This is an optimization exercise on Yosys and OpenROAD, whose aim is small area, a short achievable clock period and few clock cycles, not a production implementation.
Function was checked by simulation only, so behaviour that the tests miss may differ from the original.
Power figures rest on the tool's default switching activity, not on a simulated workload.

## flow/config.mk

```make
export PLATFORM = sky130hd
export DESIGN_NAME = cpu
export DESIGN_NICKNAME = cpu
export VERILOG_FILES = /design/flow/design.v
export SDC_FILE = /design/flow/constraint.sdc
export NUM_CORES = 4
export LEC_CHECK = 0
export ABC_AREA = 1
export CAP_MARGIN = 20
export CORE_MARGIN = 2
export CORE_UTILIZATION = 40
export SETUP_SLACK_MARGIN = 3.5
export SLEW_MARGIN = 20
```

## flow/constraint.sdc

```tcl
create_clock -name core_clock -period 6.0 [get_ports {clk}]
set_input_delay 1.2000 -clock core_clock [delete_from_list [all_inputs] [get_ports {clk}]]
set_output_delay 1.2000 -clock core_clock [all_outputs]
set_load 0.01 [all_outputs]
```

## flow/design.v

```verilog
module cpu(clk,reset,read_data,out,N,V,Z,mem_cmd,mem_addr);
input clk, reset;
input [15:0] read_data;
output reg [1:0] mem_cmd;
output reg [8:0] mem_addr;
output reg [15:0] out;
output reg N, V, Z;
reg        c_fetch;    
reg        d_valid;    
reg        halted;
reg  [8:0] fpc;        
reg  [8:0] xpc;        
reg        ld1_v, ld2_v;
reg  [2:0] ld1_rd, ld2_rd;
reg        e_valid;    
reg        e_haz;      
reg        e_ldw;      
reg        e_wr;       
reg  [2:0] e_wa;
reg        e_pass;     
reg  [1:0] e_op;       
reg        e_cmp, e_ldr, e_str, e_halt;
reg  [4:0] e_imm5;
reg [15:0] a, b;
wire smc   = mem_cmd[1] & ((mem_addr[8:6] == xpc[8:6]) | (&xpc[5:0] & (mem_addr[8:6] == xpc[8:6] + 3'd1)));
wire flush = (e_valid & e_haz) | smc;
wire exec  = e_valid & ~flush & ~halted;
function [15:0] add16;
  input [15:0] x, y;
  input cin;
  reg [15:0] g, p, G, P, G2, P2;
  integer l, i, j;
  begin
    g = x & y;
    p = x ^ y;
    G = g; P = p;
    G[0] = g[0] | (p[0] & cin);
    for (l = 0; l < 4; l = l + 1) begin
      G2 = G; P2 = P;
      for (i = 0; i < 16; i = i + 1)
        if (i[l]) begin
          j = ((i >> l) << l) - 1;
          G2[i] = G[i] | (P[i] & G[j]);
          P2[i] = P[i] & P[j];
        end
      G = G2; P = P2;
    end
    add16 = p ^ {G[14:0], cin};
  end
endfunction
wire [15:0] sum = add16(a, b ^ {16{e_op[0]}}, e_op[0]);
reg  [15:0] res;
always @(*) begin
  if (e_pass) res = b;
  else case (e_op)
    2'b10: res = a & b;
    2'b11: res = ~b;
    default: res = sum;
  endcase
end
wire [8:0] ea = a[8:0] + {{4{e_imm5[4]}}, e_imm5};
wire       we_x = exec & e_wr;
wire       we   = we_x | e_ldw;
wire       mem_x = exec & (e_ldr | e_str);
reg  [15:0] rf [0:7];
integer k;
always @(posedge clk)
  for (k = 0; k < 8; k = k + 1)
    if (we && e_wa == k) rf[k] <= res;
always @(posedge clk) begin
  if (exec & e_cmp) begin
    Z <= (a == b);
    N <= sum[15];
    V <= (a[15] ^ b[15]) & (sum[15] ^ a[15]);
  end
end
wire [15:0] ir = read_data;
wire is_ldr  = ~ir[15];                         
wire is_str  = ~(ir[14] | ir[13]);              
wire is_mem  = is_ldr | is_str;
wire is_halt = ir[15] & ir[14] & ir[13];        
wire is_mov  = ir[14] & ~ir[13];                
wire is_alu  = ~ir[14] & ir[13];                
wire is_movi = is_mov & ir[12];
wire use_rn  = is_mem | (is_alu & ~(ir[12] & ir[11]));
wire use_rm  = (is_mov & ~ir[12]) | is_alu;
wire [2:0] rn = ir[10:8], rd = ir[7:5], rm = ir[2:0];
wire [2:0] rb = is_str ? rd : rm;
wire [1:0] sh = is_mem ? 2'b00 : ir[4:3];
function [15:0] shf;
  input [15:0] x;
  input [1:0] s;
  case (s)
    2'b00: shf = x;
    2'b01: shf = {x[14:0], 1'b0};
    2'b10: shf = {1'b0, x[15:1]};
    default: shf = {x[15], x[15:1]};
  endcase
endfunction
function pend;
  input [2:0] r;
  pend = (e_valid & e_ldr & (e_wa == r)) | (ld1_v & (ld1_rd == r));
endfunction
wire haz_d = (use_rn & pend(rn)) | (use_rm & pend(rm)) | (is_str & pend(rd));
wire fwd_a = we & (e_wa == rn);
wire fwd_b = we & (e_wa == rb);
wire [15:0] a_d = fwd_a ? res : rf[rn];
wire [15:0] b_sh = shf(fwd_b ? res : rf[rb], sh);
wire [15:0] b_d = ld2_v ? read_data : is_movi ? {{8{ir[7]}}, ir[7:0]} : b_sh;
always @(posedge clk) begin
  a <= a_d;
  b <= b_d;
  e_haz  <= haz_d;
  e_wr   <= is_mov | (is_alu & ~(~ir[12] & ir[11]));
  e_wa   <= ld2_v ? ld2_rd : is_movi ? rn : rd;
  e_pass <= ld2_v | is_mov;
  e_op   <= ir[12:11];
  e_cmp  <= is_alu & ~ir[12] & ir[11];
  e_ldr  <= is_ldr;
  e_str  <= is_str;
  e_halt <= is_halt;
  e_imm5 <= ir[4:0];
  ld1_rd <= e_wa; ld2_rd <= ld1_rd;
end
wire [8:0] xpc1 = xpc + 9'd1;
always @(posedge clk) out <= b;
always @(posedge clk) begin
  if (reset) begin
    mem_cmd <= 2'b01; mem_addr <= 9'd0; c_fetch <= 1'b1;
    fpc <= 9'd1; xpc <= 9'd0;
    d_valid <= 1'b0; e_valid <= 1'b0; e_ldw <= 1'b0; halted <= 1'b0;
    ld1_v <= 1'b0; ld2_v <= 1'b0;
  end else begin
    d_valid <= c_fetch & ~flush;
    e_valid <= d_valid & ~flush;
    if (exec) xpc <= xpc1;
    ld1_v <= mem_x & e_ldr;
    ld2_v <= ld1_v & ~(we_x & (e_wa == ld1_rd));
    e_ldw <= ld2_v & ~(we_x & (e_wa == ld2_rd));
    if (halted | (exec & e_halt)) begin
      halted <= 1'b1; mem_cmd <= 2'b00; c_fetch <= 1'b0;
    end else if (flush) begin
      mem_cmd <= 2'b01; mem_addr <= xpc; c_fetch <= 1'b1; fpc <= xpc1;
    end else if (mem_x) begin
      mem_cmd <= e_str ? 2'b10 : 2'b01; mem_addr <= ea; c_fetch <= 1'b0;
    end else begin
      mem_cmd <= 2'b01; mem_addr <= fpc; c_fetch <= 1'b1; fpc <= fpc + 9'd1;
    end
  end
end
endmodule
```

## flow/run.sh

```bash
#!/bin/bash
# synth_recipe.tcl (not shown) runs the flow's synth.tcl, then flattens the netlist and writes it again
# the make line also repeats each setting of config.mk as NAME=value (left out here)
make -C /OpenROAD-flow-scripts/flow DESIGN_CONFIG=/design/flow/config.mk WORK_HOME=/design/flow/orfs CLKGATE_MAP_FILE= SYNTH_SCRIPT=/design/flow/synth_recipe.tcl finish
```

==> results.txt <==
## routing by layer
layer	vias to the layer above	GRT usage, %
met3	132	4.77
met4	0	10.5
met1	5423	31.5
li1	5300	-
met5	-	0
met2	551	39.7
## state kept, by name, summed over array words and instances, names as in the netlist, 2 cells and up
| name | count |
|---|---|
| ld1_rd | 3 |
| out | 16 |
| e_imm5 | 5 |
| fpc | 9 |
| rf | 128 |
| a | 16 |
| ld2_rd | 3 |
| b | 16 |
| e_wa | 3 |
| xpc | 9 |
| mem_addr | 9 |
| e_op | 2 |
| mem_cmd | 2 |
## metrics by stage
step / hold WS, ps / instances / worst slack (ps)
5_1_grt: 420 / 2007 / 3110
3_5_place_dp: 411 / 1835 / 1710
3_3_place_gp: 416 / 1835 / 1750
4_1_cts: 418 / 1971 / 3280
2_1_floorplan: 326 / 1432 / 3200
6_report: 411 / 2008 / 3170
## worst paths after layout
check	from	endpoint	slack, ps
min reg2reg	b[3]$_DFF_P_	out[3]$_DFF_P_	410
max reg2reg	e_op[0]$_DFF_P_	b[10]$_DFF_P_	3250
max	read_data[5]	b[4]$_DFF_P_	3170
min	b[3]$_DFF_P_	out[3]$_DFF_P_	410
## cell type report
cell class                 count  area (um^2)  share of cell area, %
antenna                        1         2.50                 0.0149
timing repair buffer         174         1880                   11.2
tap                          396          495                   2.96
inverter                     206          842                   5.02
clock buffer                  37          733                   4.37
timing repair inverter         6         43.8                  0.261
multi-input combinational    938         6530                   38.9
sequential                   238         6100                   36.4
clock inverter                12          145                  0.866
## cell families (layout without fill, tap and decap cells)
logic type	after synthesis	after routing	synth area share [%]
buf+inv	260	435	8.38
flops	238	238	48.7
fa+ha+maj	45	45	4.82
compound gates	338	338	16.3
xor+xnor	59	59	4.20
other cells	0	1	0
simple gates	492	496	17.5
## power groups by stage
| stage | Combinational, W | Sequential, W | Clock, W |
|---|---|---|---|
| 6_report | 0.00129 | 0.00199 | 0.00165 |
| 5_1_grt | 0.00139 | 0.00200 | 0.00173 |
| 4_1_cts | 0.00109 | 0.00198 | 0.00166 |
| 3_5_place_dp | 0.000913 | 0.00202 | 0 |
| 3_3_place_gp | 0.000898 | 0.00202 | 0 |
| 2_1_floorplan | 0.000628 | 0.00199 | 0 |
## cell usage after synthesis (all sizes together) (2+ instances only)
| cell | number |
|---|---|
| a22oi | 4 |
| xor2 | 54 |
| nor4 | 15 |
| a211oi | 3 |
| clkinv | 2 |
| nor2 | 120 |
| a21boi | 3 |
| nand4 | 7 |
| nor3 | 6 |
| a21oi | 103 |
| a31oi | 23 |
| clkbuf | 31 |
| buf | 23 |
| dfxtp | 107 |
| nand3 | 116 |
| o2111ai | 2 |
| o21ai | 78 |
| inv | 204 |
| o21a | 3 |
| a22o | 2 |
| nand3b | 3 |
| a41oi | 8 |
| edfxtp | 131 |
| or2 | 2 |
| xnor2 | 5 |
| o221ai | 10 |
| o211ai | 15 |
| ha | 40 |
| o22ai | 74 |
| nand2 | 220 |
| fa | 5 |
| o21bai | 3 |
## repair_timing
action | in CTS | in global routing
cloned | 11 | 4
setup endpoints to repair | 326 | 276
pin swaps | 77 | 73
resized for setup | 270 | 141
setup buffers | 76 | 32
==> metrics.md <==
| Metric | Value |
|---|---|
| Final HPWL DP | `25.3 mm` |
| Die width | `181 um` |
| Distinct cells, synth | `58` |
| Vias in the first global route | `10.8k` |
| CTS tree | `yes` |
| # fillers | `2648` |
| EDFF count, synth | `131` |
| H-tree depth | `1` |
| GPL Wtd Cong | `0.917` |
| I/O Buffers | `47` |
| Seq/Total Area, Yosys | `48.7%` |
| Status | `timing/DRC/antenna clean` |
| Worst path slowest cell | `clkdlybuf4s18_2` |
| CP delay by family, top | `simple AND/OR/NAND/NOR gates` |
| Met2 WL | `19.7 mm` |
| Clock sink total | `238` |
| Nets | `1654` |
| Combinational share of power | `a little over a quarter` |
| TritonCTS Buffers | `27` |
| Share of the synthesized area in the top cell type | `approximately a third` |
| Layout cells sized above 1 | `26.8%` |
| TritonRoute pass-1 iters | `6` |
| All-layer global routing usage | `24.3%` |
| Final Power | `0.00493 W` |
| Reg2reg path depth | `17` |
| Levels on crit path | `16` |
| Synth area leader | `edfxtp_1` |
| Hold path depth | `0` |
| Vias after detailed routing | `11.4k` |
| Clock root buffer | `clkbuf_16` |
| CP Capture Type | `flip-flop` |
| WL final | `about 42 mm` |
| Syn Inst Count | `between 1k and 1.5k` |
| Worst EP arrival | `approximately 3300 ps` |
| Synth warn | `2` |
| Initial DRC count | `1314` |
| Worst path cell trace | `clkdlybuf4s18_2 > inv_1 > nand2_4 > o21ai_4 > buf_12 > buf_6 > nand3_4 > inv_8 > a21oi_2 > nand3_1 > o22ai_2 > nand2_2 > nand3_1 > nand2_1 > nor2_1 > nor2_1` |
| Clock skew | `27.3 ps` |
| Post-Route M1 WL | `between 15 and 20 mm` |
| Synthesized area per cell | `8.71 um^2` |
| Synth-to-layout area growth | `34.4%` |
| Via density per instance | `5.68` |
| Relative slew slack | `about 43%` |
| Max_cap viols | `0` |
| Worst skew pair latency | `560 ps` |
| Top Layer Used | `met4` |
| Worst VDD drop | `247 uV` |
| Bufs on Longest Clock Path | `3` |
| Clock power share | `33.4%` |
| Row cnt | `64` |
| Switching Share | `31.4%` |
| Tcrit/Tclk final | `47.1%` |
| Post-Syn Nets | `about 1.5k` |
| Share of power burned in registers | `40.5%` |
| Final instance area | `approximately 17000 um^2` |
| Startpoint types | `input pin` |
| Power Internal | `0.00338 W` |
| Buffers and inverters on the worst path | `5` |
| Routed WL per cell | `21.0 um` |
| Starting Density | `40.7%` |
| DR WL met3 | `between 3 and 4 mm` |
| Netlist Area Pre-Place | `12500 um^2` |
| Die H | `about 180 um` |
| CP Class | `in2reg` |
| Layout Utilization | `54.7%` |
| Final setup fails | `0` |
| Largest cells by area after synthesis | `edfxtp_1 (32%), dfxtp_1 (17%), nand2_1 (6.4%), inv_1 (5.9%), nand3_1 (4.4%)` |
| Grt total ovfl | `0` |
| Commonest cells after routing, fill and taps aside | `inv_1 (169), nand2_1 (168), edfxtp_1 (131)` |
| Final Hold Fails | `0` |
| Slew Limit Fails | `0` |
| Top FF cell, synth | `edfxtp_1` |
| Largest net degree at the start of global routing | `25` |
| Most common cell after layout, fill and taps aside | `inv_1` |
| PD cells | `294 nW/um^2` |
| HP Class | `reg2reg` |
| Max incr delay on CP | `270 ps` |
| Total net switching power | `0.00154 W` |
| Area of the core | `approximately 30000 um^2` |
| Hold_buf cts | `0` |
| Synth Register Bits | `around 240` |
| # IOs | `between 40 and 50` |
| Fraction of registers with async set/reset | `0%` |
| Post-Place Cell Area | `13500 um^2` |
| Routed Antenna Nets | `0` |
| RSZ-0062 raised after global routing | `yes` |
| Initial antenna violation count | `1` |
| TNS Setup | `0 ps` |
| Leak | `6.99 nW` |
| Fmax | `0.354 GHz` |
| Full die area | `~33000 um^2` |
| # DRC | `0` |
| Worst Path Max Fanout | `8` |
| Least-Margin Pin Slew | `about 850 ps` |
| Minimum clock period | `approximately 2800 ps` |
| First-pass GRT wire length | `62.1 mm` |
| Clock slew at reported path FFs | `60 ps` |
| CP required | `6430 ps` |
Testbench counts, summed over its fixed seeds: cycles 13,053.

==> what the ideal ports hide <==
The results above use ideal ports. As a check the final layout listed here was re-extracted and re-timed, cells and wires unchanged. Step 1: set_driving_cell puts a clkbuf_16 on clk and a buf_2 on each other input, an assumption about the parent block. Step 2 times the ports against the registers' clock, not the clock port: input delays grow and output delays shrink by t, the midpoint of the rising clock arrivals with the driver on. a / b / c = ideal / step 1 / step 2; a / b = the first two.
shift t [ns]: 0.595
setup WS [ns]: 3.172 / 3.182 / 2.587
worst register clock-pin slew, ns: 0.07 / 0.07
worst slew at a driven data input, ns: 0.06
pins driven straight from the clock port: 1
After both steps this run still meets setup and hold. The setup slack of this run moves by +0.010 ns with the drivers and by -0.585 ns with both steps.
